From an optimization exercise on the open Yosys and OpenROAD flow, aimed at small area; shortcuts taken in it are not production practice.
Function was checked by simulation only, so behaviour that the tests miss may differ from the original.

## flow/design.v (module list and top-level ports; edited modules follow where they fit)
// module AES_Masked: 1502 lines
// module MixColumns: 119 lines
// module SBoxMasked: 58 lines
// module AddRoundKey: 7 lines
// module G256Inv2Shares5Stages: 165 lines
// module NewBasis: 43 lines
// module G16SqSc: 33 lines
// module G16Inv2SharesDep: 138 lines
// module G16Mul2SharesIndepMul: 55 lines
// module G16Mul2SharesDepMul: 85 lines
// module G4ScaleN2: 6 lines
// module G4Sq: 6 lines
// module G4Mul2SharesDepMul: 85 lines
// module G16Mul: 50 lines
// module G4ScaleN: 6 lines
// module G4Mul: 21 lines
module AES_Masked (
  input               io_clk,
  input               io_reset,
  input               io_enable,
  input               io_pt1_valid,
  output reg          io_pt1_ready,
  input      [31:0]   io_pt1_payload,
  input               io_pt2_valid,
  output reg          io_pt2_ready,
  input      [31:0]   io_pt2_payload,
  input               io_key1_valid,
  output reg          io_key1_ready,
  input      [31:0]   io_key1_payload,
  input               io_key2_valid,
  output reg          io_key2_ready,
  input      [31:0]   io_key2_payload,
  input      [27:0]   io_m,
  output reg          io_ct1_valid,
  input               io_ct1_ready,
  output reg [31:0]   io_ct1_payload,
  output reg          io_ct2_valid,
  input               io_ct2_ready,
  output reg [31:0]   io_ct2_payload,
  output reg          io_done
);
  // ...
==> flow/run.sh <==
#!/bin/bash
# synth_recipe.tcl (not shown) runs the flow's synth.tcl, then flattens the netlist and writes it again
# the make line also repeats each setting of config.mk as NAME=value (left out here)
make -C /OpenROAD-flow-scripts/flow DESIGN_CONFIG=/design/flow/config.mk WORK_HOME=/design/flow/orfs CLKGATE_MAP_FILE= SYNTH_SCRIPT=/design/flow/synth_recipe.tcl finish
==> flow/config.mk <==
export PLATFORM = sky130hd
export DESIGN_NAME = AES_Masked
export DESIGN_NICKNAME = AES_Masked
export VERILOG_FILES = /design/flow/design.v
export SDC_FILE = /design/flow/constraint.sdc
export NUM_CORES = 4
export LEC_CHECK = 0
export CAP_MARGIN = 20
export CORE_MARGIN = 2
export CORE_UTILIZATION = 40
export SLEW_MARGIN = 20
==> flow/constraint.sdc <==
create_clock -name core_clock -period 6.0 [get_ports {io_clk}]
set_input_delay 1.2000 -clock core_clock [delete_from_list [all_inputs] [get_ports {io_clk}]]
set_output_delay 1.2000 -clock core_clock [all_outputs]
set_load 0.01 [all_outputs]
==> metrics.md, run 1 <==
| Metric | Value |
|---|---|
| Pre-CTS setup slack | `1.301 ns` |
| Non-clk buf share | `6.284%` |
| Status | `timing/DRC/antenna clean` |
| Pin count of the biggest net entering global routing | `235` |
| Commonest cells post-synth | `868 x nand2_1, 685 x dfrtp_1, 523 x o21ai_0` |
| Post CTS Setup Buffer Count | `0` |
| Top post-synthesis cells by area | `dfrtp_1 40%, xnor2_1 7.7%, nand2_1 7.6%, o21ai_0 6.1%, a21oi_1 5.8%` |
| Total Routing Usage GR | `26.69%` |
| Largest cell class | `multi-input gates` |
| Met2 Use GR | `43.04%` |
| Share of the synthesized area in the top cell type | `40.00%` |
| Clock buffer depth | `3` |
| Design Area, Final | `49020 um2` |
| Critical Path End | `io_ct2_payload[22]` |
| Inserted Clock Buffers | `81` |
| Yosys cell types | `69` |
| Hold WC Path Type | `register to register` |
| Worst hold endpoint | `r_sbox.inv.r_b3_1[3]` |
| Post-Synthesis Cells | `4957` |
| Hold Buf Count CTS | `0` |
| Met2 WL | `69.73 mm` |
| Met3 WL | `9.980 mm` |
| Routed Antenna Nets | `0` |
| Clock Tree Root | `clkbuf_16` |
| First-pass GRT wire length | `228.3 mm` |
| Multi-input gate area | `24020 um2` |
| GP Congestion | `0.8980` |
| GR Layer Usage met1 | `35.88%` |
| WS Path Type | `register to primary output` |
| Slew headroom | `22.82%` |
| Clk_skew | `0.03034 ns` |
| 1st-pass router iterations | `6` |
| Synth Area in Compound Gates | `18.37%` |
| TritonCTS clock tree | `yes` |
| Grt total ovfl | `0` |
| FILL cells | `10270` |
| Post-CTS resize count | `0` |
| Most common cell after layout, fill and taps aside | `nand2_1` |
==> module MixColumns, before the edit <==
module MixColumns (
  input      [7:0]    io_mcIn1,
  input      [7:0]    io_mcIn2,
  input      [7:0]    io_mcIn3,
  input      [7:0]    io_mcIn4,
  output     [7:0]    io_mcOut1,
  output     [7:0]    io_mcOut2,
  output     [7:0]    io_mcOut3,
  output     [7:0]    io_mcOut4
);
  wire       [8:0]    _zz__zz_io_mcOut1;
  wire       [8:0]    _zz__zz_io_mcOut1_1;
  wire       [8:0]    _zz__zz_io_mcOut2;
  wire       [8:0]    _zz__zz_io_mcOut2_1;
  wire       [8:0]    _zz__zz_io_mcOut3;
  wire       [8:0]    _zz__zz_io_mcOut3_1;
  wire       [8:0]    _zz__zz_io_mcOut4;
  wire       [8:0]    _zz__zz_io_mcOut4_1;
  wire       [7:0]    a1;
  wire       [7:0]    a2;
  wire       [7:0]    a3;
  wire       [7:0]    a0;
  reg        [8:0]    _zz_io_mcOut1;
  wire                when_MixColumns_l26;
  reg        [8:0]    _zz_io_mcOut1_1;
  wire                when_MixColumns_l26_1;
  reg        [8:0]    _zz_io_mcOut2;
  wire                when_MixColumns_l26_2;
  reg        [8:0]    _zz_io_mcOut2_1;
  wire                when_MixColumns_l26_3;
  reg        [8:0]    _zz_io_mcOut3;
  wire                when_MixColumns_l26_4;
  reg        [8:0]    _zz_io_mcOut3_1;
  wire                when_MixColumns_l26_5;
  reg        [8:0]    _zz_io_mcOut4;
  wire                when_MixColumns_l26_6;
  reg        [8:0]    _zz_io_mcOut4_1;
  wire                when_MixColumns_l26_7;
  assign _zz__zz_io_mcOut1 = ({1'd0,a0} <<< 1);
  assign _zz__zz_io_mcOut1_1 = ({1'd0,a1} <<< 1);
  assign _zz__zz_io_mcOut2 = ({1'd0,a1} <<< 1);
  assign _zz__zz_io_mcOut2_1 = ({1'd0,a2} <<< 1);
  assign _zz__zz_io_mcOut3 = ({1'd0,a2} <<< 1);
  assign _zz__zz_io_mcOut3_1 = ({1'd0,a3} <<< 1);
  assign _zz__zz_io_mcOut4 = ({1'd0,a0} <<< 1);
  assign _zz__zz_io_mcOut4_1 = ({1'd0,a3} <<< 1);
  assign a0 = io_mcIn1;
  assign a1 = io_mcIn2;
  assign a2 = io_mcIn3;
  assign a3 = io_mcIn4;
  assign when_MixColumns_l26 = a0[7];
  always @(*) begin
    if(when_MixColumns_l26) begin
      _zz_io_mcOut1 = (_zz__zz_io_mcOut1 ^ 9'h11b);
    end else begin
      _zz_io_mcOut1 = ({1'd0,a0} <<< 1);
    end
  end
  assign when_MixColumns_l26_1 = a1[7];
  always @(*) begin
    if(when_MixColumns_l26_1) begin
      _zz_io_mcOut1_1 = (_zz__zz_io_mcOut1_1 ^ 9'h11b);
    end else begin
      _zz_io_mcOut1_1 = ({1'd0,a1} <<< 1);
    end
  end
  assign io_mcOut1 = (((_zz_io_mcOut1[7 : 0] ^ (_zz_io_mcOut1_1[7 : 0] ^ a1)) ^ a2) ^ a3);
  assign when_MixColumns_l26_2 = a1[7];
  always @(*) begin
    if(when_MixColumns_l26_2) begin
      _zz_io_mcOut2 = (_zz__zz_io_mcOut2 ^ 9'h11b);
    end else begin
      _zz_io_mcOut2 = ({1'd0,a1} <<< 1);
    end
  end
  assign when_MixColumns_l26_3 = a2[7];
  always @(*) begin
    if(when_MixColumns_l26_3) begin
      _zz_io_mcOut2_1 = (_zz__zz_io_mcOut2_1 ^ 9'h11b);
    end else begin
      _zz_io_mcOut2_1 = ({1'd0,a2} <<< 1);
    end
  end
  assign io_mcOut2 = (((a0 ^ _zz_io_mcOut2[7 : 0]) ^ (_zz_io_mcOut2_1[7 : 0] ^ a2)) ^ a3);
  assign when_MixColumns_l26_4 = a2[7];
  always @(*) begin
    if(when_MixColumns_l26_4) begin
      _zz_io_mcOut3 = (_zz__zz_io_mcOut3 ^ 9'h11b);
    end else begin
      _zz_io_mcOut3 = ({1'd0,a2} <<< 1);
    end
  end
  assign when_MixColumns_l26_5 = a3[7];
  always @(*) begin
    if(when_MixColumns_l26_5) begin
      _zz_io_mcOut3_1 = (_zz__zz_io_mcOut3_1 ^ 9'h11b);
    end else begin
      _zz_io_mcOut3_1 = ({1'd0,a3} <<< 1);
    end
  end
  assign io_mcOut3 = (((a0 ^ a1) ^ _zz_io_mcOut3[7 : 0]) ^ (_zz_io_mcOut3_1[7 : 0] ^ a3));
  assign when_MixColumns_l26_6 = a0[7];
  always @(*) begin
    if(when_MixColumns_l26_6) begin
      _zz_io_mcOut4 = (_zz__zz_io_mcOut4 ^ 9'h11b);
    end else begin
      _zz_io_mcOut4 = ({1'd0,a0} <<< 1);
    end
  end
  assign when_MixColumns_l26_7 = a3[7];
  always @(*) begin
    if(when_MixColumns_l26_7) begin
      _zz_io_mcOut4_1 = (_zz__zz_io_mcOut4_1 ^ 9'h11b);
    end else begin
      _zz_io_mcOut4_1 = ({1'd0,a3} <<< 1);
    end
  end
  assign io_mcOut4 = ((((_zz_io_mcOut4[7 : 0] ^ a0) ^ a1) ^ a2) ^ _zz_io_mcOut4_1[7 : 0]);
endmodule
==> module SBoxMasked, before the edit <==
module SBoxMasked (
  input               io_clk,
  input               io_reset,
  input      [7:0]    io_sbIn0,
  input      [7:0]    io_sbIn1,
  input      [27:0]   io_m,
  output     [7:0]    io_sbOut0,
  output     [7:0]    io_sbOut1,
  input               io_clk_1,
  input               io_reset_1
);
  wire       [7:0]    convert0_io_output;
  wire       [7:0]    convert1_io_output;
  wire       [7:0]    convert2_io_output;
  wire       [7:0]    convert3_io_output;
  wire       [7:0]    inv_io_z_0;
  wire       [7:0]    inv_io_z_1;
  reg                 dummy;
  NewBasis convert0 (
    .io_input        (io_sbIn0[7:0]            ),  
    .io_direction    (1'b0                     ),  
    .io_output       (convert0_io_output[7:0]  ),  
    .io_clk          (io_clk_1                 ),  
    .io_reset        (io_reset_1               )   
  );
  NewBasis convert1 (
    .io_input        (io_sbIn1[7:0]            ),  
    .io_direction    (1'b0                     ),  
    .io_output       (convert1_io_output[7:0]  ),  
    .io_clk          (io_clk_1                 ),  
    .io_reset        (io_reset_1               )   
  );
  NewBasis convert2 (
    .io_input        (inv_io_z_0[7:0]          ),  
    .io_direction    (1'b1                     ),  
    .io_output       (convert2_io_output[7:0]  ),  
    .io_clk          (io_clk_1                 ),  
    .io_reset        (io_reset_1               )   
  );
  NewBasis convert3 (
    .io_input        (inv_io_z_1[7:0]          ),  
    .io_direction    (1'b1                     ),  
    .io_output       (convert3_io_output[7:0]  ),  
    .io_clk          (io_clk_1                 ),  
    .io_reset        (io_reset_1               )   
  );
  G256Inv2Shares5Stages inv (
    .io_clk      (io_clk                   ),  
    .io_reset    (io_reset                 ),  
    .io_x_0      (convert0_io_output[7:0]  ),  
    .io_x_1      (convert1_io_output[7:0]  ),  
    .io_m        (io_m[27:0]               ),  
    .io_z_0      (inv_io_z_0[7:0]          ),  
    .io_z_1      (inv_io_z_1[7:0]          )   
  );
  assign io_sbOut0 = (convert2_io_output ^ 8'h63);
  assign io_sbOut1 = convert3_io_output;
endmodule
==> inputs of run 2 (changes only) <==
==> flow/design.v (replaced) <==
`timescale 1ns/1ps
module AES_Masked (
  input               io_clk,
  input               io_reset,
  input               io_enable,
  input               io_pt1_valid,
  output              io_pt1_ready,
  input      [31:0]   io_pt1_payload,
  input               io_pt2_valid,
  output              io_pt2_ready,
  input      [31:0]   io_pt2_payload,
  input               io_key1_valid,
  output              io_key1_ready,
  input      [31:0]   io_key1_payload,
  input               io_key2_valid,
  output              io_key2_ready,
  input      [31:0]   io_key2_payload,
  input      [27:0]   io_m,
  output              io_ct1_valid,
  input               io_ct1_ready,
  output     [31:0]   io_ct1_payload,
  output              io_ct2_valid,
  input               io_ct2_ready,
  output     [31:0]   io_ct2_payload,
  output              io_done
);
  localparam S_IDLE = 2'd0;
  localparam S_INIT = 2'd1;
  localparam S_ROUND = 2'd2;
  localparam S_DONE = 2'd3;
  reg  [1:0] fsm;
  reg  [4:0] cnt;
  reg  [3:0] round;
  reg  [127:0] st1, st2, ky1, ky2;
  wire idle  = (fsm == S_IDLE);
  wire init  = (fsm == S_INIT);
  wire rnd   = (fsm == S_ROUND);
  wire done  = (fsm == S_DONE);
  wire lo4   = (cnt < 5'd4);
  assign io_pt1_ready  = init & lo4;
  assign io_key1_ready = init & lo4;
  assign io_pt2_ready  = init & ~lo4;
  assign io_key2_ready = init & ~lo4;
  assign io_ct1_valid  = done & lo4;
  assign io_ct2_valid  = done & ~lo4;
  assign io_done       = done;
  wire take1 = init & lo4 & io_pt1_valid & io_key1_valid;
  wire take2 = init & ~lo4 & io_pt2_valid & io_key2_valid;
  wire last  = (cnt == 5'd7);
  wire ct1_fire = done & lo4 & io_ct1_ready;
  wire ct2_fire = done & ~lo4 & io_ct2_ready;
  assign io_ct1_payload = {st1[7:0], st1[15:8], st1[23:16], st1[31:24]} & {32{ct1_fire}};
  assign io_ct2_payload = {st2[7:0], st2[15:8], st2[23:16], st2[31:24]} & {32{ct2_fire}};
  wire c_lt16 = (cnt < 5'd16);
  wire c_lt20 = (cnt < 5'd20);
  wire c_eq20 = (cnt == 5'd20);
  wire c_lt24 = (cnt < 5'd24);
  wire fka    = (round == 4'd11);    
  wire fin    = (round == 4'd10);    
  wire ph_ch  = rnd & c_lt20;              
  wire ph_sr  = rnd & c_eq20;              
  wire ph_mx  = rnd & ~c_lt20 & ~c_eq20;   
  wire k_ch   = rnd & c_lt16;              
  wire k_sb   = rnd & ~c_lt16 & c_lt20;    
  wire k_rc   = rnd & ~c_lt20 & c_lt24;    
  wire k_x    = k_ch & (cnt < 5'd12) & (round > 4'd1);
  wire ld1    = take1;
  wire ld2    = take2 | (init & last);
  reg short;
  always @(posedge io_clk) if (init & last) short <= ~take2;
  wire dr2 = ct2_fire | (short & ct1_fire & (cnt != 5'd3));
  always @(posedge io_clk or posedge io_reset) begin
    if (io_reset) begin
      fsm   <= S_IDLE;
      cnt   <= 5'd0;
      round <= 4'd1;
    end else begin
      case (fsm)
        S_IDLE: begin
          cnt   <= 5'd0;
          round <= 4'd1;
          if (io_enable) fsm <= S_INIT;
        end
        S_INIT: begin
          if (last) begin
            cnt <= 5'd0;
            fsm <= S_ROUND;
          end else if (take1 | take2) begin
            cnt <= cnt + 5'd1;
          end
        end
        S_ROUND: begin
          if (cnt == 5'd24) begin
            cnt   <= 5'd0;
            round <= round + 4'd1;
          end else if (fka & (cnt == 5'd15)) begin
            cnt <= 5'd0;
            fsm <= S_DONE;
          end else begin
            cnt <= cnt + 5'd1;
          end
        end
        default: begin
          if (cnt == 5'd8) fsm <= S_IDLE;
          if (ct1_fire | ct2_fire) cnt <= cnt + 5'd1;
        end
      endcase
    end
  end
  reg [7:0] rcon;
  always @(*) begin
    case (round)
      4'd1: rcon = 8'h01;
      4'd2: rcon = 8'h02;
      4'd3: rcon = 8'h04;
      4'd4: rcon = 8'h08;
      4'd5: rcon = 8'h10;
      4'd6: rcon = 8'h20;
      4'd7: rcon = 8'h40;
      4'd8: rcon = 8'h80;
      4'd9: rcon = 8'h1b;
      default: rcon = 8'h36;
    endcase
  end
  wire [7:0] rc = c_eq20 ? rcon : 8'h00;
  wire [7:0] ark1 = st1[7:0] ^ ky1[7:0];
  wire [7:0] ark2 = st2[7:0] ^ ky2[7:0];
  wire [7:0] sb_in1 = c_lt16 ? ark1 : ky1[111:104];
  wire [7:0] sb_in2 = c_lt16 ? ark2 : ky2[111:104];
  wire [7:0] sb_out1, sb_out2;
  SBoxMasked sbox (
    .io_clk   (io_clk),
    .io_sbIn0 (sb_in1),
    .io_sbIn1 (sb_in2),
    .io_m     (io_m),
    .io_sbOut0(sb_out1),
    .io_sbOut1(sb_out2)
  );
  wire [31:0] mc1, mc2;
  MixColumns mix1 (.a(st1[31:0]), .b(mc1));
  MixColumns mix2 (.a(st2[31:0]), .b(mc2));
  wire [127:0] st1_n, st2_n, ky1_n, ky2_n;
  StateNext sn1 (
    .s(st1), .tail(fka ? ark1 : sb_out1), .mc(mc1),
    .pl({io_pt1_payload[7:0], io_pt1_payload[15:8], io_pt1_payload[23:16], io_pt1_payload[31:24]}),
    .ph_ch(ph_ch), .ph_sr(ph_sr), .ph_mx(ph_mx), .fin(fin),
    .ld(ld1), .ldv(take1), .dr(ct1_fire), .n(st1_n));
  StateNext sn2 (
    .s(st2), .tail(fka ? ark2 : sb_out2), .mc(mc2),
    .pl({io_pt2_payload[7:0], io_pt2_payload[15:8], io_pt2_payload[23:16], io_pt2_payload[31:24]}),
    .ph_ch(ph_ch), .ph_sr(ph_sr), .ph_mx(ph_mx), .fin(fin),
    .ld(ld2), .ldv(take2), .dr(dr2), .n(st2_n));
  KeyNext kn1 (
    .k(ky1), .sb(sb_out1 ^ rc),
    .pl({io_key1_payload[7:0], io_key1_payload[15:8], io_key1_payload[23:16], io_key1_payload[31:24]}),
    .k_ch(k_ch), .k_sb(k_sb), .k_rc(k_rc), .k_x(k_x),
    .ld(ld1), .ldv(take1), .n(ky1_n));
  KeyNext kn2 (
    .k(ky2), .sb(sb_out2),
    .pl({io_key2_payload[7:0], io_key2_payload[15:8], io_key2_payload[23:16], io_key2_payload[31:24]}),
    .k_ch(k_ch), .k_sb(k_sb), .k_rc(k_rc), .k_x(k_x),
    .ld(ld2), .ldv(take2), .n(ky2_n));
  always @(posedge io_clk) begin
    st1 <= st1_n;
    st2 <= st2_n;
    ky1 <= ky1_n;
    ky2 <= ky2_n;
  end
endmodule
module StateNext (
  input  [127:0] s,
  input  [7:0]   tail,
  input  [31:0]  mc,
  input  [31:0]  pl,
  input          ph_ch,
  input          ph_sr,
  input          ph_mx,
  input          fin,
  input          ld,
  input          ldv,
  input          dr,
  output [127:0] n
);
  wire cs    = ld | ph_mx | dr;    
  wire hold  = ~(ph_ch | ph_sr | cs);
  wire y_pl  = ld & ldv;
  wire y_mc  = ph_mx & ~fin;
  wire y_rot = (ph_mx & fin) | dr;
  genvar i;
  generate
    for (i = 0; i < 16; i = i + 1) begin : g
      localparam integer R = i % 4;
      localparam integer C = i / 4;
      wire [7:0] q  = s[8*i +: 8];
      wire [7:0] ch = (i == 15) ? tail : s[8*((i + 1) % 16) +: 8];
      wire [7:0] y;
      if (C == 3) begin : c3
        assign y = ({8{y_pl}} & pl[8*R +: 8]) | ({8{y_mc}} & mc[8*R +: 8]) |
                   ({8{y_rot | (ph_sr & (R == 1))}} & s[8*R +: 8]);
      end else begin : cx
        assign y = s[8*(i + 4) +: 8];
      end
      if (R == 0) begin : r0
        assign n[8*i +: 8] = ({8{ph_ch}} & ch) | ({8{cs}} & y) | ({8{hold | ph_sr}} & q);
      end else if (R == 1) begin : r1
        assign n[8*i +: 8] = ({8{ph_ch}} & ch) | ({8{cs | ph_sr}} & y) | ({8{hold}} & q);
      end else begin : r23
        wire [7:0] sr = s[8*(4*((C + R) % 4) + R) +: 8];
        assign n[8*i +: 8] = ({8{ph_ch}} & ch) | ({8{ph_sr}} & sr) | ({8{cs}} & y) |
                             ({8{hold}} & q);
      end
    end
  endgenerate
endmodule
module KeyNext (
  input  [127:0] k,
  input  [7:0]   sb,
  input  [31:0]  pl,
  input          k_ch,
  input          k_sb,
  input          k_rc,
  input          k_x,
  input          ld,
  input          ldv,
  output [127:0] n
);
  wire hold = ~(k_ch | k_sb | k_rc | ld);
  wire y_pl = ld & ldv;
  genvar i;
  generate
    for (i = 0; i < 16; i = i + 1) begin : g
      wire [7:0] q = k[8*i +: 8];
      wire [7:0] y = (i >= 12) ? ({8{y_pl}} & pl[8*(i - 12) +: 8]) : k[8*(i + 4) +: 8];
      if (i < 3) begin : c0
        assign n[8*i +: 8] = ({8{k_ch | k_rc}} & k[8*(i + 1) +: 8]) | ({8{ld}} & y) |
                             ({8{hold | k_sb}} & q);
      end else if (i == 3) begin : r3c0
        assign n[8*i +: 8] = ({8{k_ch}} & (k[39:32] ^ ({8{k_x}} & k[7:0]))) |
                             ({8{k_rc}} & (sb ^ k[7:0])) | ({8{ld}} & y) |
                             ({8{hold | k_sb}} & q);
      end else if (i < 12) begin : mid
        assign n[8*i +: 8] = ({8{k_ch}} & k[8*(i + 1) +: 8]) | ({8{ld}} & y) |
                             ({8{hold | k_sb | k_rc}} & q);
      end else if (i < 15) begin : c3
        assign n[8*i +: 8] = ({8{k_ch | k_sb}} & k[8*(i + 1) +: 8]) | ({8{ld}} & y) |
                             ({8{hold | k_rc}} & q);
      end else begin : r3c3
        assign n[8*i +: 8] = ({8{k_ch}} & k[7:0]) | ({8{k_sb}} & k[103:96]) | ({8{ld}} & y) |
                             ({8{hold | k_rc}} & q);
      end
    end
  endgenerate
endmodule
module MixColumns (
  input  [31:0] a,
  output [31:0] b
);
  wire [7:0] a0 = a[7:0], a1 = a[15:8], a2 = a[23:16], a3 = a[31:24];
  wire [7:0] s01 = a0 ^ a1, s12 = a1 ^ a2, s23 = a2 ^ a3, s30 = a3 ^ a0;
  wire [7:0] t = s01 ^ s23;
  function [7:0] xt(input [7:0] v);
    xt = {v[6:0], 1'b0} ^ (v[7] ? 8'h1b : 8'h00);
  endfunction
  assign b[7:0]   = a0 ^ t ^ xt(s01);
  assign b[15:8]  = a1 ^ t ^ xt(s12);
  assign b[23:16] = a2 ^ t ^ xt(s23);
  assign b[31:24] = a3 ^ t ^ xt(s30);
endmodule
module SBoxMasked (
  input          io_clk,
  input  [7:0]   io_sbIn0,
  input  [7:0]   io_sbIn1,
  input  [27:0]  io_m,
  output [7:0]   io_sbOut0,
  output [7:0]   io_sbOut1
);
  function [1:0] g4mul(input [1:0] x, input [1:0] y);
    reg e;
    begin
      e = (x[1] ^ x[0]) & (y[1] ^ y[0]);
      g4mul = {(x[1] & y[1]) ^ e, (x[0] & y[0]) ^ e};
    end
  endfunction
  function [1:0] g4scn(input [1:0] t);
    g4scn = {t[0], t[1] ^ t[0]};
  endfunction
  function [1:0] g4scn2(input [1:0] t);
    g4scn2 = {t[1] ^ t[0], t[1]};
  endfunction
  function [1:0] g4sq(input [1:0] t);
    g4sq = {t[0], t[1]};
  endfunction
  function [3:0] g16mul(input [3:0] x, input [3:0] y);
    reg [1:0] f;
    begin
      f = g4scn(g4mul(x[3:2] ^ x[1:0], y[3:2] ^ y[1:0]));
      g16mul = {g4mul(x[3:2], y[3:2]) ^ f, g4mul(x[1:0], y[1:0]) ^ f};
    end
  endfunction
  function [3:0] g16sqsc(input [3:0] t);
    g16sqsc = {g4sq(t[3:2] ^ t[1:0]), g4scn2(g4sq(t[1:0]))};
  endfunction
  function [7:0] nb(input [7:0] a);
    nb = {a[7] ^ a[6] ^ a[5] ^ a[2] ^ a[1] ^ a[0],
          a[6] ^ a[5] ^ a[4] ^ a[0],
          a[6] ^ a[5] ^ a[1] ^ a[0],
          a[7] ^ a[6] ^ a[5] ^ a[0],
          a[7] ^ a[4] ^ a[3] ^ a[1] ^ a[0],
          a[0],
          a[6] ^ a[5] ^ a[0],
          a[6] ^ a[3] ^ a[2] ^ a[1] ^ a[0]};
  endfunction
  function [7:0] nbi(input [7:0] a);
    nbi = {a[5] ^ a[3],
           a[7] ^ a[3],
           a[6] ^ a[0],
           a[7] ^ a[5] ^ a[3],
           a[7] ^ a[6] ^ a[5] ^ a[4] ^ a[3],
           a[6] ^ a[5] ^ a[3] ^ a[2] ^ a[0],
           a[5] ^ a[4] ^ a[1],
           a[6] ^ a[4] ^ a[1]};
  endfunction
  wire [7:0] x0 = nb(io_sbIn0);
  wire [7:0] x1 = nb(io_sbIn1);
  wire [3:0] mh1 = io_m[27:24];
  wire [3:0] ml1 = io_m[23:20];
  reg  [3:0] a1_0, a1_1, b1_0, b1_1, bs1, w1_0, w1_1;
  wire [3:0] X0 = w1_0 ^ g16mul(a1_0, bs1);
  wire [3:0] X1 = w1_1 ^ g16mul(a1_1, bs1);
  wire [1:0] mh2 = io_m[19:18];
  wire [1:0] ml2 = io_m[17:16];
  reg  [3:0] a2_0, a2_1, b2_0, b2_1;
  reg  [1:0] p2_0, p2_1, q2_0, q2_1, qs2, u2_0, u2_1;
  wire [1:0] e0 = g4sq(u2_0 ^ g4mul(p2_0, qs2));
  wire [1:0] e1 = g4sq(u2_1 ^ g4mul(p2_1, qs2));
  wire [1:0] mh4 = io_m[15:14];
  wire [1:0] ml4 = io_m[13:12];
  wire [1:0] mh5 = io_m[11:10];
  wire [1:0] ml5 = io_m[9:8];
  reg  [3:0] a3_0, a3_1, b3_0, b3_1;
  reg  [1:0] q3_0, q3_1, p3_0, p3_1, es4, es5, z4_0, z4_1, z5_0, z5_1;
  wire [3:0] f0 = {g4mul(q3_0, es4) ^ z4_0, g4mul(p3_0, es5) ^ z5_0};
  wire [3:0] f1 = {g4mul(q3_1, es4) ^ z4_1, g4mul(p3_1, es5) ^ z5_1};
  reg  [3:0] r0, r1, r2, r3, r4, r5, r6, r7;
  always @(posedge io_clk) begin
    a1_0 <= x0[7:4];
    a1_1 <= x1[7:4];
    b1_0 <= x0[3:0];
    b1_1 <= x1[3:0];
    bs1  <= x0[3:0] ^ x1[3:0] ^ mh1;
    w1_0 <= g16sqsc(x0[7:4] ^ x0[3:0]) ^ g16mul(x0[7:4], mh1) ^ ml1;
    w1_1 <= g16sqsc(x1[7:4] ^ x1[3:0]) ^ g16mul(x1[7:4], mh1) ^ ml1;
    a2_0 <= a1_0;
    a2_1 <= a1_1;
    b2_0 <= b1_0;
    b2_1 <= b1_1;
    p2_0 <= X0[3:2];
    p2_1 <= X1[3:2];
    q2_0 <= X0[1:0];
    q2_1 <= X1[1:0];
    qs2  <= X0[1:0] ^ X1[1:0] ^ mh2;
    u2_0 <= g4scn(g4sq(X0[3:2] ^ X0[1:0])) ^ g4mul(X0[3:2], mh2) ^ ml2;
    u2_1 <= g4scn(g4sq(X1[3:2] ^ X1[1:0])) ^ g4mul(X1[3:2], mh2) ^ ml2;
    a3_0 <= a2_0;
    a3_1 <= a2_1;
    b3_0 <= b2_0;
    b3_1 <= b2_1;
    q3_0 <= q2_0;
    q3_1 <= q2_1;
    p3_0 <= p2_0;
    p3_1 <= p2_1;
    es4  <= e0 ^ e1 ^ mh4;
    es5  <= e0 ^ e1 ^ mh5;
    z4_0 <= g4mul(q2_0, mh4) ^ ml4;
    z4_1 <= g4mul(q2_1, mh4) ^ ml4;
    z5_0 <= g4mul(p2_0, mh5) ^ ml5;
    z5_1 <= g4mul(p2_1, mh5) ^ ml5;
    r0 <= g16mul(b3_0, f0);
    r1 <= g16mul(b3_0, f1) ^ io_m[7:4];
    r2 <= g16mul(b3_1, f0) ^ io_m[7:4];
    r3 <= g16mul(b3_1, f1);
    r4 <= g16mul(a3_0, f0);
    r5 <= g16mul(a3_0, f1) ^ io_m[3:0];
    r6 <= g16mul(a3_1, f0) ^ io_m[3:0];
    r7 <= g16mul(a3_1, f1);
  end
  assign io_sbOut0 = nbi({r0 ^ r1, r4 ^ r5}) ^ 8'h63;
  assign io_sbOut1 = nbi({r2 ^ r3, r6 ^ r7});
endmodule
==> run 2 against run 1 <==
Compared with the run above:
- first-iteration DRC count increased by 12%
- setup slack improved by 0.085 ns
- die area decreased by 26%
- maximum frequency increased by 1.9%
- still clean
- largest cell class unchanged
==> metrics.md, run 2 <==
| Metric | Value |
|---|---|
| Status | `timing/DRC/antenna clean` |
| Dpl cell area | `34400 um2` |
| Clock transition at path regs | `0.06 ns` |
| Post-route DRC | `0` |
| Post CTS Setup Buffer Count | `0 (unchanged)` |
| EDFF count, synth | `1` |
| Total Routing Usage GR | `22.31% (-4.4 points)` |
| FF-to-FF path depth | `9` |
| Final nets | `3652` |
| Max frequency | `221.7 MHz` |
| Top post-synthesis cells by area | `dfxtp_1 40%, a222oi_1 14%, xnor2_1 10%, nand2_1 5.4%, xor2_1 4.8%` |
| Seq/Total Area, Yosys | `41.28%` |
| Post-Synthesis Cells | `3446 (-30%)` |
| Worst Setup Start Kind | `register` |
| Synth Area in XOR/XNOR | `15.78%` |
| Number of synthesized register bits | `650` |
| Die width | `285.5 um` |
| 1st-pass router iterations | `15 (+9)` |
| HP Start | `sbox.b2_1[1]` |
| CP arrival | `3.31 ns` |
| Routed vias | `26430` |
| Hold WC Path Type | `register to register` |
| Slew headroom | `31.88% (+9.1 points)` |
| Layout cell share with drive strength beyond 1 | `6.463%` |
| Worst hold endpoint | `sbox.b3_1[1]` |
| Share of the synthesized area in the top cell type | `40.31% (+0.31 points)` |
| Clock buffer depth | `3 (unchanged)` |
| Clock latency on the worst-skew pair | `0.62 ns` |
| Main flop type after synthesis | `dfxtp_1` |
| Syn nets | `3625` |
| Most common cell after layout, fill and taps aside | `dfxtp_1` |
| Pin count of the biggest net entering global routing | `124 (-47%)` |
| Hold Buf Count CTS | `0 (unchanged)` |
| R2R setup slack | `1.86 ns` |
| Hold Path Depth | `0` |
| Final min period | `4.512 ns` |
| Clk_skew | `0.01501 ns (-0.01533 ns)` |
| # setup viols final | `0` |
| Crit share post-route | `75.19%` |
| Die height | `285.5 um` |
| Req. time, crit path | `4.80 ns` |
| Measured slew at the worst slew-check pin | `1.022 ns` |
| Worst path cell trace | `or3_1 -> and3_2 -> and2_1 -> clkdlybuf4s50_1` |
| Routed Antenna Nets | `0 (unchanged)` |
| Starting Density | `40.24%` |
| Vias in the first global route | `24210` |
| Synth Area in Adders | `0.5528%` |
| Final core utilization | `46.92%` |
| Port Buffers | `235` |
| RSZ-0062 raised after global routing | `no` |
| First-pass GRT wire length | `145.0 mm (-37%)` |
| Start of the worst register-to-register path | `fsm[1]` |
| Initial DRC count | `4335` |
| Worst-path fanout max | `35` |
| Yosys top cell by area | `dfxtp_1` |
| CP max stage delay | `0.91 ns` |
| Commonest non-fill, non-tap cells in the layout | `638 x dfxtp_1, 451 x nand2_1, 443 x a222oi_1, 367 x xnor2_1, 298 x inv_1` |
| FILL cells | `7436 (-28%)` |
| Reg-to-Reg End | `ky1[84]` |
| Post-Synthesis Cell Area | `31690 um2` |
| Commonest cells post-synth | `638 x dfxtp_1, 452 x nand2_1, 443 x a222oi_1` |
| Clock sinks | `650` |
| HPWL Detailed | `64.29 mm` |
| Most frequent cell after synthesis | `dfxtp_1` |
| Pins Over Slew Limit | `0` |
| Clock Tree Root | `clkbuf_16` |
| Initial antenna violation count | `3` |
| Inserted Clock Buffers | `73 (-9.9%)` |
| TritonCTS clock tree | `yes` |
| Post-Synth Simple-Gate Area | `9.979%` |
| Fin. Hold Viols | `0` |
| Async S/R FF share, synth | `1.692%` |
| Max Cap Viol | `0` |
| H-tree depth | `3` |
| Synth Area in Compound Gates | `22.48% (+4.1 points)` |
| Worst path slowest cell | `dfrtp_1` |
| Top Ports | `236` |
| Yosys Warn Count | `3` |
| Mux share of post-synthesis cell area | `2.211%` |
| Grt total ovfl | `0 (unchanged)` |
| WS Path Type | `register to primary output` |
| Endpoint type of the worst setup path | `primary output` |
| Design Area, Final | `36950 um2 (-25%)` |
| Setup TNS | `0 ns` |
| WL per Instance | `20.73 um` |
| Mapped Avg Cell Area | `9.195 um2` |
| Site Rows | `103` |
| Post-DR vias/cell | `5.771` |
| Core area | `78740 um2` |
| Die area | `81480 um2` |
| Hold WS | `0.3242 ns` |
| Post-CTS resize count | `0 (unchanged)` |
| Total Routed Length | `94.95 mm` |
| Layout area overhead | `16.60%` |
| Yosys cell types | `71 (+2.9%)` |
| GP Congestion | `0.8550 (-4.8%)` |
| Combinational family with the most area after synthesis | `compound AO/OA/AOI/OAI gates` |
run 2: metrics by stage:
step | instances | setup slack (ns)
after floorplan | 3446 | 2.860
after global placement | 4448 | 1.363
after detailed placement | 4448 | 1.308
after CTS | 4578 | 1.116
after global routing | 4578 | 1.376
final | 4580 | 1.489
run 2: layout make-up:
class | count | area [um2] | area share [%]
clock buffers | 110 | 2261 | 6.119
diodes | 2 | 5.005 | 0.01355
inverters | 300 | 1131 | 3.061
well taps | 1050 | 1314 | 3.556
clock inverters | 20 | 265.3 | 0.7179
flip-flops and latches | 650 | 13080 | 35.40
multi-input cells | 2179 | 16260 | 44.01
repair buffers | 269 | 2633 | 7.125
run 2: critical path, delay by kind of cell, from the launching register on:
family | cells | cell delay (ns)
DFF | 1 | 0.91
and+or+nand+nor | 3 | 1.21
buffers and inverters | 1 | 0.55
run 2: worst max path at each step:
stage / from / to / cells past startpoint
floorplan: io_ct1_ready / io_ct1_payload[10] / 4
global placement: io_ct1_ready / io_ct1_payload[22] / 4
CTS: cnt[4] / io_ct2_payload[4] / 4
detailed placement: io_ct1_ready / st2[122] / 9
global route: cnt[4] / io_ct1_payload[3] / 4
finish: cnt[4] / io_ct2_payload[4] / 4
run 2: kinds of logic (layout without fill, tap and decap cells):
| logic type | Yosys count | count (layout) |
|---|---|---|
| buffers and inverters | 617 | 699 |
| multiplexers | 60 | 60 |
| adder cells (fa/ha/maj) | 14 | 14 |
| other | 0 | 2 |
| XOR/XNOR | 554 | 554 |
| AND/OR/NAND/NOR | 720 | 720 |
| flip-flops | 650 | 650 |
| AO/OA/AOI/OAI | 831 | 831 |
run 2: layer usage:
metal | vias up | part of all wire, % | global-route usage, % | routed length, um
met1 | 12660 | 45 | 31.22 | 42300
met3 | 140 | 7.1 | 3.437 | 6780
met2 | 1080 | 46 | 35.38 | 43490
li1 | 12560 | - | - | -
met4 | 0 | 2.5 | 6.793 | 2381
met5 | - | 0 | 0 | 0
==> inputs of run 3 (changes only) <==
==> flow/flow/run.sh (new file) <==
#!/bin/bash
# Layout flow: the standard ORFS flow (standard.sh) with smaller port
# buffers and a lighter clock tree. Each step's full output goes to the ORFS
# logs under orfs/logs/; make's own output goes to flow_make.log here.
set -euo pipefail
cd "$(dirname "$0")/.."
bash standard.sh \
  "BUFFER_PORTS_ARGS=-buffer_cell sky130_fd_sc_hd__buf_1" \
  "CTS_ARGS=-sink_clustering_enable -repair_clock_nets -dont_use_dummy_load -buf_list {sky130_fd_sc_hd__clkbuf_4 sky130_fd_sc_hd__clkbuf_8} -sink_clustering_size 20 -sink_clustering_max_diameter 60" \
  finish > flow_make.log 2>&1
==> flow/standard.sh (new file) <==
#!/bin/bash
# synth_recipe.tcl (not shown) runs the flow's synth.tcl, then flattens the netlist and writes it again
# the make line also repeats each setting of config.mk as NAME=value (left out here)
make -C /OpenROAD-flow-scripts/flow DESIGN_CONFIG=/design/flow/config.mk WORK_HOME=/design/flow/orfs CLKGATE_MAP_FILE= SYNTH_SCRIPT=/design/flow/synth_recipe.tcl "${@:-finish}"
removed: flow/run.sh
==> run 3 against run 2 <==
Compared with the run above:
- via count shrank 0.84%
- critical endpoint is now st2[123]
- synthesized cell count stayed put
- count of clock-buffer cells in the layout down 56
==> metrics.md, run 3 <==
| Metric | Value |
|---|---|
| Status | `timing/DRC/antenna clean` |
| Final min period | `4.280 ns (-0.2317 ns)` |
| R2R setup slack | `1.72 ns (-0.14 ns)` |
| Async S/R FF share, synth | `1.692% (unchanged)` |
| Worst Setup Start Kind | `register` |
| Commonest cells post-synth | `638 x dfxtp_1, 452 x nand2_1, 443 x a222oi_1` |
| Clock sinks | `650 (unchanged)` |
| Total Routed Length | `93.38 mm (-1.7%)` |
| Hold Buf Count CTS | `0 (unchanged)` |
| Setup TNS | `0 ns (unchanged)` |
| # setup viols final | `0 (unchanged)` |
| Synth Area in XOR/XNOR | `15.78% (unchanged)` |
| Worst-path fanout max | `98 (+180%)` |
| Syn nets | `3625 (unchanged)` |
| Post-DR vias/cell | `5.823 (+0.90%)` |
| Port Buffers | `235 (unchanged)` |
| Combinational family with the most area after synthesis | `compound AO/OA/AOI/OAI gates` |
| Routed Antenna Nets | `0 (unchanged)` |
| Die width | `285.5 um (unchanged)` |
| WS Path Type | `register to register` |
| Worst hold endpoint | `sbox.a3_0[2]` |
| Post-Synth Simple-Gate Area | `9.979% (unchanged)` |
| 1st-pass router iterations | `14 (-1)` |
| Clock Tree Root | `clkbuf_8` |
| Layout cell share with drive strength beyond 1 | `4.640% (-1.8 points)` |
| Yosys Warn Count | `3 (unchanged)` |
| RSZ-0062 raised after global routing | `no` |
| Hold WS | `0.3030 ns (-0.02112 ns)` |
| Reg-to-Reg End | `st2[123]` |
| Number of synthesized register bits | `650 (unchanged)` |
| Die area | `81480 um2 (unchanged)` |
| HPWL Detailed | `63.99 mm (-0.46%)` |
| Endpoint type of the worst setup path | `register` |
| Top Ports | `236 (unchanged)` |
| Starting Density | `40.24% (unchanged)` |
| Most frequent cell after synthesis | `dfxtp_1` |
| Main flop type after synthesis | `dfxtp_1` |
| Initial DRC count | `4710 (+8.7%)` |
| Post CTS Setup Buffer Count | `0 (unchanged)` |
| Synth Area in Adders | `0.5528% (unchanged)` |
| Clock latency on the worst-skew pair | `0.71 ns (+0.09 ns)` |
| First-pass GRT wire length | `142.5 mm (-1.7%)` |
| Clock transition at path regs | `0.11 ns (+0.05 ns)` |
| Post-CTS resize count | `0 (unchanged)` |
| TritonCTS clock tree | `yes` |
| Clk_skew | `0.07913 ns (+0.06412 ns)` |
| Hold WC Path Type | `register to register` |
| Routed vias | `26210 (-0.84%)` |
| Initial antenna violation count | `4 (+1)` |
| Seq/Total Area, Yosys | `41.28% (unchanged)` |
| Post-Synthesis Cell Area | `31690 um2 (unchanged)` |
| Final nets | `3629 (-0.63%)` |
| Grt total ovfl | `0 (unchanged)` |
| CP max stage delay | `0.83 ns (-0.08 ns)` |
| Vias in the first global route | `23940 (-1.1%)` |
| HP Start | `sbox.a2_0[2]` |
| Most frequent CP cell | `buf_4` |
| Yosys top cell by area | `dfxtp_1` |
| H-tree depth | `2 (-1)` |
| Post-Synthesis Cells | `3446 (unchanged)` |
| Share of the synthesized area in the top cell type | `40.31% (unchanged)` |
| Max Cap Viol | `0 (unchanged)` |
| Site Rows | `103 (unchanged)` |
| Most common cell after layout, fill and taps aside | `dfxtp_1` |
| Pre-CTS setup slack | `1.590 ns (+0.2817 ns)` |
| Worst path slowest cell | `dfrtp_1` |
| Req. time, crit path | `6.52 ns (+1.72 ns)` |
| WL per Instance | `20.75 um (about the same)` |
| FF-to-FF path depth | `13 (+4)` |
| Clock buffer depth | `3 (unchanged)` |
| CP arrival | `4.80 ns (+1.49 ns)` |
| Commonest non-fill, non-tap cells in the layout | `638 x dfxtp_1, 451 x nand2_1, 443 x a222oi_1, 367 x xnor2_1, 298 x inv_1` |
| Layout area overhead | `6.330%` |
| Crit share post-route | `71.33% (-3.9 points)` |
| GP Congestion | `0.8469 (-0.95%)` |
| Start of the worst register-to-register path | `cnt[4]` |
| Max frequency | `233.7 MHz (+5.4%)` |
| Fin. Hold Viols | `0 (unchanged)` |
| Yosys cell types | `71 (unchanged)` |
| FILL cells | `7821 (+5.2%)` |
| Mux share of post-synthesis cell area | `2.211% (unchanged)` |
| Final worst setup slack | `1.720 ns (+0.2317 ns)` |
| Measured slew at the worst slew-check pin | `1.061 ns (+0.03916 ns)` |
| Synth Area in Compound Gates | `22.48% (unchanged)` |
| Worst path cell trace | `or3_1 -> and2_1 -> and3_2 -> inv_2 -> o21ai_4 -> buf_4 -> nand3b_1 -> nand2b_1 -> buf_4 -> nor2_4 -> buf_12 -> a221oi_1 -> o21ai_0` |
| Inserted Clock Buffers | `54 (-26%)` |
| Pins Over Slew Limit | `0 (unchanged)` |
| Slew headroom | `29.10% (-2.8 points)` |
| Die height | `285.5 um (unchanged)` |
| Total Routing Usage GR | `21.84% (-0.47 points)` |
| Post-route DRC | `0 (unchanged)` |
| Core area | `78740 um2 (unchanged)` |
| Mapped Avg Cell Area | `9.195 um2 (unchanged)` |
| Hold Path Depth | `0 (unchanged)` |
| Pin count of the biggest net entering global routing | `149 (+20%)` |
| EDFF count, synth | `1 (unchanged)` |
| Top post-synthesis cells by area | `dfxtp_1 40%, a222oi_1 14%, xnor2_1 10%, nand2_1 5.4%, xor2_1 4.8%` |
-- run 3: cell type report --
type | count | area, um2 | area share (%)
inverters | 300 | 1131 | 3.357
clock buffers | 54 | 743.2 | 2.206
repair buffers | 265 | 1157 | 3.435
multi-input cells | 2179 | 16260 | 48.26
flip-flops and latches | 650 | 13080 | 38.82
diodes | 3 | 7.507 | 0.02228
well taps | 1050 | 1314 | 3.899
-- run 3: kinds of logic (layout without fill, tap and decap cells) --
logic type / Yosys count / in the layout
flip-flops: 650 / 650
adder cells (fa/ha/maj): 14 / 14
AO/OA/AOI/OAI: 831 / 831
AND/OR/NAND/NOR: 720 / 720
other: 0 / 3
buffers and inverters: 617 / 619
XOR/XNOR: 554 / 554
multiplexers: 60 / 60
-- run 3: metrics by stage --
step	std cells	instance area, um2	util, %
finish	4501	33690	42.79
global route	4501	33690	42.79
CTS	4497	33650	42.74
detailed placement	4443	32910	41.79
global placement	4443	32900	41.78
floorplan	3446	31690	-
-- run 3: critical path, delay by kind of cell, from the launching register on --
kind            cells  cell delay, ns
simple gates        6            1.29
flops               1            0.83
buf+inv             4            1.43
compound gates      3            0.52
-- run 3: metal layers --
metal	up-vias	part of all wire [%]	global-route usage (%)
met5	-	0.012	0
met3	122	7.3	3.078
met4	2	2.6	6.440
met2	1085	46	34.76
li1	12430	-	-
met1	12570	45	30.72
-- run 3: worst max-delay path by stage --
stage,cells after the start,to,startpoint
floorplan,4,io_ct1_payload[10],io_ct1_ready
global placement,11,ky1[4],fsm[1]
detailed placement,11,ky1[6],fsm[1]
CTS,4,io_ct2_payload[20],cnt[4]
global route,12,st2[66],cnt[4]
finish,13,st2[123],cnt[4]
==> inputs of run 4 (changes only) <==
==> flow/flow/run.sh (replaced) <==
#!/bin/bash
# Layout flow: the standard ORFS flow (standard.sh) with three changes:
#  - synthesis is the standard flow's own script except that ABC maps for area
#    (flow/synth.tcl, flow/area.abc); registers are untouched,
#  - port buffers are the smallest buffer cell,
#  - a lighter clock tree (smaller buffers, no dummy loads).
# Each step's full output goes to the ORFS logs under orfs/logs/; make's own
# output goes to flow_make.log here.
set -euo pipefail
cd "$(dirname "$0")/.."
export MY_ABC_SCRIPT="$PWD/flow/area.abc"
bash standard.sh \
  "SYNTH_SCRIPT=$PWD/flow/synth.tcl" \
  "BUFFER_PORTS_ARGS=-buffer_cell sky130_fd_sc_hd__buf_1" \
  "CTS_ARGS=-sink_clustering_enable -repair_clock_nets -dont_use_dummy_load -buf_list {sky130_fd_sc_hd__clkbuf_8} -sink_clustering_size 16 -sink_clustering_max_diameter 45" \
  finish > flow_make.log 2>&1
==> flow/flow/area.abc (new file) <==
&get -n
&st
&dch
&nf -R 1000
&put
==> flow/flow/synth.tcl (new file) <==
# synth_recipe.tcl (the standard synthesis) with one change: ABC maps the
# combinational logic with an area-oriented script (flow/area.abc).
proc synth {args} { yosys synth -nofsm -noshare {*}$args }
proc abc {args} {
  set i [lsearch -exact $args -script]
  if { $i >= 0 } {
    set args [lreplace $args [expr {$i + 1}] [expr {$i + 1}] $::env(MY_ABC_SCRIPT)]
  }
  yosys abc {*}$args
}
source $::env(SCRIPTS_DIR)/synth.tcl
# left out here: clear keep_hierarchy, flatten, clean up, hide names made inside functions, write 1_2_yosys.v
==> run 4 against run 3 <==
Compared with the run above:
- utilization grew 2.5 points
- non-clock buffer count rose by 5
- synthesized cell count down 11%
- hold slack got worse by 0.0028 ns
- register-to-register slack worse by 0.40 ns
- critical path type is now register to primary output
- sequential share of layout area rose by 0.83 points
- global-route usage up 1.2 points
- routed wire length down 3.0%
- still clean
==> metrics.md, run 4 <==
| Metric | Value |
|---|---|
| Post-Synthesis Cells | `3073 (-11%)` |
| 1st-pass router iterations | `14 (unchanged)` |
| Final min period | `4.714 ns (+0.4346 ns)` |
| Layout area overhead | `12.22%` |
| Fin. Hold Viols | `0 (unchanged)` |
| Clock sinks | `650 (unchanged)` |
| WL per Instance | `20.67 um (-0.38%)` |
| Worst-path fanout max | `36 (-63%)` |
| Initial DRC count | `4548 (-3.4%)` |
| Yosys cell types | `39 (-45%)` |
| Mapped Avg Cell Area | `9.565 um2 (+4.0%)` |
| Endpoint type of the worst setup path | `primary output` |
| Synth Area in Compound Gates | `21.79% (-0.69 points)` |
| GP Congestion | `0.9116 (+7.6%)` |
| Clk_skew | `0.07549 ns (-0.003644 ns)` |
| Clock latency on the worst-skew pair | `0.69 ns (-0.02 ns)` |
| Max frequency | `212.1 MHz (-9.2%)` |
| Die width | `275.1 um (-3.6%)` |
| HPWL Detailed | `61.55 mm (-3.8%)` |
| Worst path slowest cell | `nor3_1` |
| CP Launch Point | `cnt[4]` |
| Setup TNS | `0 ns (unchanged)` |
| Slew headroom | `26.80% (-2.3 points)` |
| WS Path Type | `register to primary output` |
| Gr busiest metal | `met2` |
| Seq/Total Area, Yosys | `44.50% (+3.2 points)` |
| Combinational family with the most area after synthesis | `compound AO/OA/AOI/OAI gates` |
| # setup viols final | `0 (unchanged)` |
| Top post-synthesis cells by area | `dfxtp_1 43%, a222oi_1 14%, xnor2_1 12%, nand2_1 6.4%, xor2_1 6.2%` |
| Pin count of the biggest net entering global routing | `182 (+22%)` |
| Clock buffer depth | `3 (unchanged)` |
| Most frequent cell after synthesis | `dfxtp_1` |
| Final worst setup slack | `1.286 ns (-0.4346 ns)` |
| Hold Buf Count CTS | `0 (unchanged)` |
| Post-Synthesis Cell Area | `29390 um2 (-7.2%)` |
| TritonCTS clock tree | `yes` |
| Post CTS Setup Buffer Count | `0 (unchanged)` |
| Clock Tree Root | `clkbuf_8` |
| Clock transition at path regs | `0.09 ns (-0.02 ns)` |
| H-tree depth | `3 (+1)` |
| Post-CTS resize count | `0 (unchanged)` |
| Met3 global-route usage | `4.216% (+1.1 points)` |
| Synth Area in Adders | `0.5960% (+0.043 points)` |
| Yosys Warn Count | `3 (unchanged)` |
| Die height | `275.1 um (-3.6%)` |
| First-pass GRT wire length | `137.2 mm (-3.7%)` |
| Syn nets | `3252 (-10%)` |
| Worst Setup Start Kind | `register` |
| Routed vias | `25370 (-3.2%)` |
| Port Buffers | `235 (unchanged)` |
| Post-DR vias/cell | `5.790 (-0.56%)` |
| Max Cap Viol | `0 (unchanged)` |
| Status | `timing/DRC/antenna clean` |
| Final core utilization | `45.29% (+2.5 points)` |
| Worst path cell trace | `nor3_1 -> and3_2 -> and2_0 -> buf_1` |
| Grt total ovfl | `0 (unchanged)` |
| Post-Synth Simple-Gate Area | `10.66% (+0.68 points)` |
| Starting Density | `40.35% (+0.11 points)` |
| Layout cell share with drive strength beyond 1 | `4.152% (-0.49 points)` |
| CP arrival | `3.51 ns (-1.29 ns)` |
| Crit share post-route | `78.57% (+7.2 points)` |
| Inserted Clock Buffers | `79 (+46%)` |
| Initial antenna violation count | `7 (+3)` |
| Total Routed Length | `90.56 mm (-3.0%)` |
| Pins Over Slew Limit | `0 (unchanged)` |
| Share of the synthesized area in the top cell type | `43.45% (+3.1 points)` |
| Vias in the first global route | `23220 (-3.0%)` |
| Yosys top cell by area | `dfxtp_1` |
| Start of the worst register-to-register path | `cnt[4]` |
| Post-route DRC | `0 (unchanged)` |
| Hold WC Path Type | `register to register` |
| CP max stage delay | `0.93 ns (+0.10 ns)` |
| Routed Antenna Nets | `0 (unchanged)` |
| Die area | `75660 um2 (-7.1%)` |
| Req. time, crit path | `4.80 ns (-1.72 ns)` |
| GR Layer Usage met1 | `32.76% (+2.0 points)` |
| Synth Area in XOR/XNOR | `18.62% (+2.8 points)` |
| Measured slew at the worst slew-check pin | `1.098 ns (+0.03711 ns)` |
| Async S/R FF share, synth | `1.692% (unchanged)` |
| RSZ-0062 raised after global routing | `no` |
| Core area | `72830 um2 (-7.5%)` |
| Final nets | `3601 (-0.77%)` |
| HP Start | `sbox.b1_0[1]` |
| Site Rows | `99 (-3.9%)` |
| Most common cell after layout, fill and taps aside | `dfxtp_1` |
| Commonest cells post-synth | `638 x dfxtp_1, 502 x nand2_1, 418 x xnor2_1` |
| Pre-CTS setup slack | `1.394 ns (-0.1955 ns)` |
| Top Ports | `236 (unchanged)` |
| EDFF count, synth | `1 (unchanged)` |
| Total Routing Usage GR | `22.99% (+1.2 points)` |
| Met2 Use GR | `34.61% (-0.15 points)` |
| Number of synthesized register bits | `650 (unchanged)` |
| Main flop type after synthesis | `dfxtp_1` |
| Mux share of post-synthesis cell area | `0.06811% (-2.1 points)` |
| Commonest non-fill, non-tap cells in the layout | `638 x dfxtp_1, 501 x nand2_1, 418 x xnor2_1, 405 x a222oi_1, 291 x clkinv_1` |
-- run 4: changes by cell type after synthesis, moves of 38 or more --
cell / before / now
inv_1: 298 / 0
clkinv_1: 0 / 291
clkbuf_1: 243 / 0
and2_1: 70 / 0
nand2_1: 452 / 502
xnor2_1: 369 / 418
and2_0: 0 / 45
buf_2: 44 / 0
a222oi_1: 443 / 405
-- run 4: cell type report --
type | count | area, um2
Fill cell | 7135 | 39850
Multi-Input combinational cell | 2130 | 15360
Sequential cell | 650 | 13080
Tap cell | 959 | 1200
Timing Repair Buffer | 270 | 1157
Inverter | 291 | 1092
Clock buffer | 79 | 1087
Antenna cell | 3 | 7.507
-- run 4: cell families after synthesis --
family,after synthesis
compound gates,756
mux,2
simple gates,733
xor+xnor,625
flops,650
buf+inv,293
fa+ha+maj,14
-- run 4: metal layers --
layer / share of wire (%) / vias to the layer above
li1: - / 12060
met1: 46 / 12140
met2: 44 / 996
met3: 7.5 / 166
met4: 3.2 / 8
met5: 0.049 / -
-- run 4: path summary, 6_finish.rpt --
kind / to / depth (start not counted) / slack (ns)
max: io_ct1_payload[23] / 4 / 1.29
min: sbox.b2_0[1] / 0 / 0.30
max reg2reg: cnt[4] / 8 / 1.32
min reg2reg: sbox.b2_0[1] / 0 / 0.30
max in group asynchronous: round[0] / 2 / 5.22
min in group asynchronous: fsm[1] / 2 / 0.48
-- run 4: critical path, delay by kind of cell (launching register included) --
family,cells,cell delay [ns]
flops,1,0.64
buf+inv,1,0.17
simple gates,3,2.03
-- run 4: metrics by stage --
stage	cells	area, um2	hold WS [ns]
floorplan	3073	29420	0.3096
detailed placement	4300	31880	0.3121
global route	4380	32980	0.3091
finish	4382	32980	0.3002
global placement	4300	31880	0.3106
CTS	4379	32970	0.3025
==> inputs of run 5 (changes only) <==
--- a/flow/flow/run.sh
+++ b/flow/flow/run.sh
@@ -12,5 +12,5 @@
 bash standard.sh \
   "SYNTH_SCRIPT=$PWD/flow/synth.tcl" \
   "BUFFER_PORTS_ARGS=-buffer_cell sky130_fd_sc_hd__buf_1" \
-  "CTS_ARGS=-sink_clustering_enable -repair_clock_nets -dont_use_dummy_load -buf_list {sky130_fd_sc_hd__clkbuf_8} -sink_clustering_size 16 -sink_clustering_max_diameter 45" \
+  "CTS_ARGS=-sink_clustering_enable -repair_clock_nets -dont_use_dummy_load -buf_list {sky130_fd_sc_hd__clkbuf_8} -sink_clustering_size 20 -sink_clustering_max_diameter 50" \
   finish > flow_make.log 2>&1
==> run 5 against run 4 <==
Compared with the run above:
- via count down 0.21%
- die area unchanged
- count of clock-buffer cells in the layout down 18
- flip-flop and latch count unchanged
- largest cell class unchanged
- critical path depth up 7
- setup slack worse by 0.044 ns
- utilization down 0.35 points
- highest routed layer unchanged
- clock skew down 0.0084 ns
- still clean on timing, DRC and antenna
- synthesized area unchanged
==> metrics.md, run 5 <==
| Metric | Value |
|---|---|
| EDFF count, synth | `1 (unchanged)` |
| GP Congestion | `0.9116 (unchanged)` |
| Commonest non-fill, non-tap cells in the layout | `638 x dfxtp_1, 501 x nand2_1, 418 x xnor2_1, 405 x a222oi_1, 291 x clkinv_1` |
| Clock latency on the worst-skew pair | `0.72 ns (+0.03 ns)` |
| Top Ports | `236 (unchanged)` |
| Clock Tree Root | `clkbuf_8` |
| Port Buffers | `235 (unchanged)` |
| Layout area overhead | `11.36%` |
| HPWL Detailed | `61.55 mm (unchanged)` |
| Post CTS Setup Buffer Count | `0 (unchanged)` |
| Post-DR vias/cell | `5.804 (+0.24%)` |
| Most frequent cell after synthesis | `dfxtp_1` |
| Routed vias | `25320 (-0.21%)` |
| Measured slew at the worst slew-check pin | `1.103 ns (+0.004607 ns)` |
| Async S/R FF share, synth | `1.692% (unchanged)` |
| Crit share post-route | `79.31% (+0.74 points)` |
| WL per Instance | `20.62 um (-0.23%)` |
| Post-route DRC | `0 (unchanged)` |
| Post-CTS resize count | `0 (unchanged)` |
| Pins Over Slew Limit | `0 (unchanged)` |
| Most common cell after layout, fill and taps aside | `dfxtp_1` |
| Syn nets | `3252 (unchanged)` |
| Inserted Clock Buffers | `61 (-23%)` |
| Share of the synthesized area in the top cell type | `43.45% (unchanged)` |
| Yosys Warn Count | `3 (unchanged)` |
| TritonCTS clock tree | `yes` |
| Endpoint type of the worst setup path | `register` |
| Final nets | `3583 (-0.50%)` |
| Starting Density | `40.35% (unchanged)` |
| Clock sinks | `650 (unchanged)` |
| RSZ-0062 raised after global routing | `no` |
| H-tree depth | `2 (-1)` |
| Clock transition at path regs | `0.10 ns (about the same)` |
| WS Path Type | `register to register` |
| Die height | `275.1 um (unchanged)` |
| Total Routing Usage GR | `22.80% (-0.20 points)` |
| Die area | `75660 um2 (unchanged)` |
| Max Cap Viol | `0 (unchanged)` |
| Clk_skew | `0.06711 ns (-0.008377 ns)` |
| Post-Synthesis Cells | `3073 (unchanged)` |
| Seq/Total Area, Yosys | `44.50% (unchanged)` |
| 1st-pass router iterations | `15 (+1)` |
| Final core utilization | `44.94% (-0.35 points)` |
| Grt total ovfl | `0 (unchanged)` |
| Mapped Avg Cell Area | `9.565 um2 (unchanged)` |
| Worst Setup Start Kind | `register` |
| Worst-path fanout max | `26 (-28%)` |
| Design Area, Final | `32730 um2 (-0.77%)` |
| Max frequency | `210.1 MHz (-0.93%)` |
| Vias in the first global route | `23000 (-0.97%)` |
| Total Routed Length | `89.94 mm (-0.69%)` |
| Setup TNS | `0 ns (unchanged)` |
| Main flop type after synthesis | `dfxtp_1` |
| Routed Antenna Nets | `0 (unchanged)` |
| Post-Synthesis Cell Area | `29390 um2 (unchanged)` |
| CP arrival | `5.38 ns (+1.87 ns)` |
| Site Rows | `99 (unchanged)` |
| Slew headroom | `26.49% (-0.31 points)` |
| Status | `timing/DRC/antenna clean` |
| Top post-synthesis cells by area | `dfxtp_1 43%, a222oi_1 14%, xnor2_1 12%, nand2_1 6.4%, xor2_1 6.2%` |
| First-pass GRT wire length | `136.7 mm (-0.39%)` |
| Commonest cells post-synth | `638 x dfxtp_1, 502 x nand2_1, 418 x xnor2_1` |
| Fin. Hold Viols | `0 (unchanged)` |
| Number of synthesized register bits | `650 (unchanged)` |
| Layout cell share with drive strength beyond 1 | `3.645% (-0.51 points)` |
| Initial antenna violation count | `8 (+1)` |
| Req. time, crit path | `6.62 ns (+1.82 ns)` |
| Hold WC Path Type | `register to register` |
| Clock buffer depth | `3 (unchanged)` |
| # setup viols final | `0 (unchanged)` |
| Initial DRC count | `4705 (+3.5%)` |
| Final min period | `4.759 ns (+0.04424 ns)` |
| Die width | `275.1 um (unchanged)` |
| Yosys top cell by area | `dfxtp_1` |
| Hold Buf Count CTS | `0 (unchanged)` |
| Yosys cell types | `39 (unchanged)` |
| Core area | `72830 um2 (unchanged)` |
| Dpl cell area | `31880 um2 (unchanged)` |
| Pin count of the biggest net entering global routing | `182 (unchanged)` |
run 5: path summary, 6_finish.rpt:
| path | start | end | slack, ns | depth (start not counted) |
|---|---|---|---|---|
| hold / removal | sbox.b1_0[1] | sbox.b2_0[1] | 0.30 | 0 |
| setup / recovery | cnt[4] | sbox.w1_1[2] | 1.24 | 11 |
| max in group asynchronous | io_reset | round[0] | 5.22 | 2 |
| setup reg to reg | cnt[4] | sbox.w1_1[2] | 1.24 | 11 |
| min in group asynchronous | io_reset | cnt[0] | 0.45 | 2 |
| hold reg to reg | sbox.b1_0[1] | sbox.b2_0[1] | 0.30 | 0 |
run 5: layer usage:
layer | global-route usage (%) | up-vias | wire length [um]
met2 | 35.12 | 1077 | 39630
li1 | - | 12020 | -
met3 | 3.875 | 143 | 6956
met4 | 6.942 | 8 | 2514
met5 | 0 | - | 43
met1 | 32.48 | 12070 | 40790
run 5: logic make-up after synthesis:
| group | after synthesis | synth area share [%] |
|---|---|---|
| and+or+nand+nor | 733 | 10.66 |
| DFF | 650 | 44.50 |
| buffers and inverters | 293 | 3.767 |
| adders and majority gates | 14 | 0.5960 |
| muxes | 2 | 0.06811 |
| AOI/OAI and AO/OA | 756 | 21.79 |
| xor gates and xnor gates | 625 | 18.62 |
run 5: stage by stage:
stage          hold slack [ns]  instances  setup WS [ns]
2_1_floorplan           0.3096       3073        0.01737
3_3_place_gp            0.3106       4300          1.504
3_5_place_dp            0.3121       4300          1.394
4_1_cts                 0.3015       4361          1.267
5_1_grt                 0.3044       4362         0.7415
6_report                0.3030       4362          1.241
run 5: area by class of cell:
class	instances	area (um2)
antenna	1	2.502
clock buffer	61	839.6
fill	7174	40100
inverter	291	1092
multi-input combinational	2130	15360
sequential	650	13080
tap	959	1200
timing repair buffer	270	1157
run 5: critical path, stage by stage, from the launching register on:
cell and delay, ns:
dfrtp_1 0.79, clkinv_1 0.91, o21ai_0 0.97, xnor2_1 0.25, xor2_1 0.20, xnor2_1 0.50, xnor2_1 0.22, nor2_1 0.08
xnor2_1 0.27, xnor2_1 0.14, xnor2_1 0.20, xnor2_1 0.14

==> port drivers added, routing unchanged <==
The flow's constraints put no driver on any port. The routed layouts listed below were extracted and timed again, unchanged, in two steps.
Step 1 (the two cells are an assumption about what drives the block):
set clk [get_ports {io_clk}]
set_driving_cell -lib_cell sky130_fd_sc_hd__clkbuf_16 $clk
set_driving_cell -lib_cell sky130_fd_sc_hd__buf_2 [delete_from_list [all_inputs] $clk]
Step 2, shift: input delay + t, output delay - t, t = (earliest + latest rising clock arrival at the registers) / 2. This alone moves slack from input paths to output paths.
a / b / c = ideal / step 1 / step 2; a / b = the first two.
run | t, ns | setup WS [ns] | clock arrival spread, ns
run 1 | 0.756 | 1.404 / 1.322 / 1.736 | 0.031 / 0.030
run 2 | 0.676 | 1.488 / 1.428 / 1.569 | 0.018 / 0.018
run 3 | 0.726 | 1.720 / 1.720 / 1.720 | 0.089 / 0.089
run 4 | 0.716 | 1.286 / 1.226 / 1.322 | 0.080 / 0.081
run 5 | 0.744 | 1.241 / 1.189 / 1.241 | 0.067 / 0.067
After both steps every run listed still meets setup and hold.
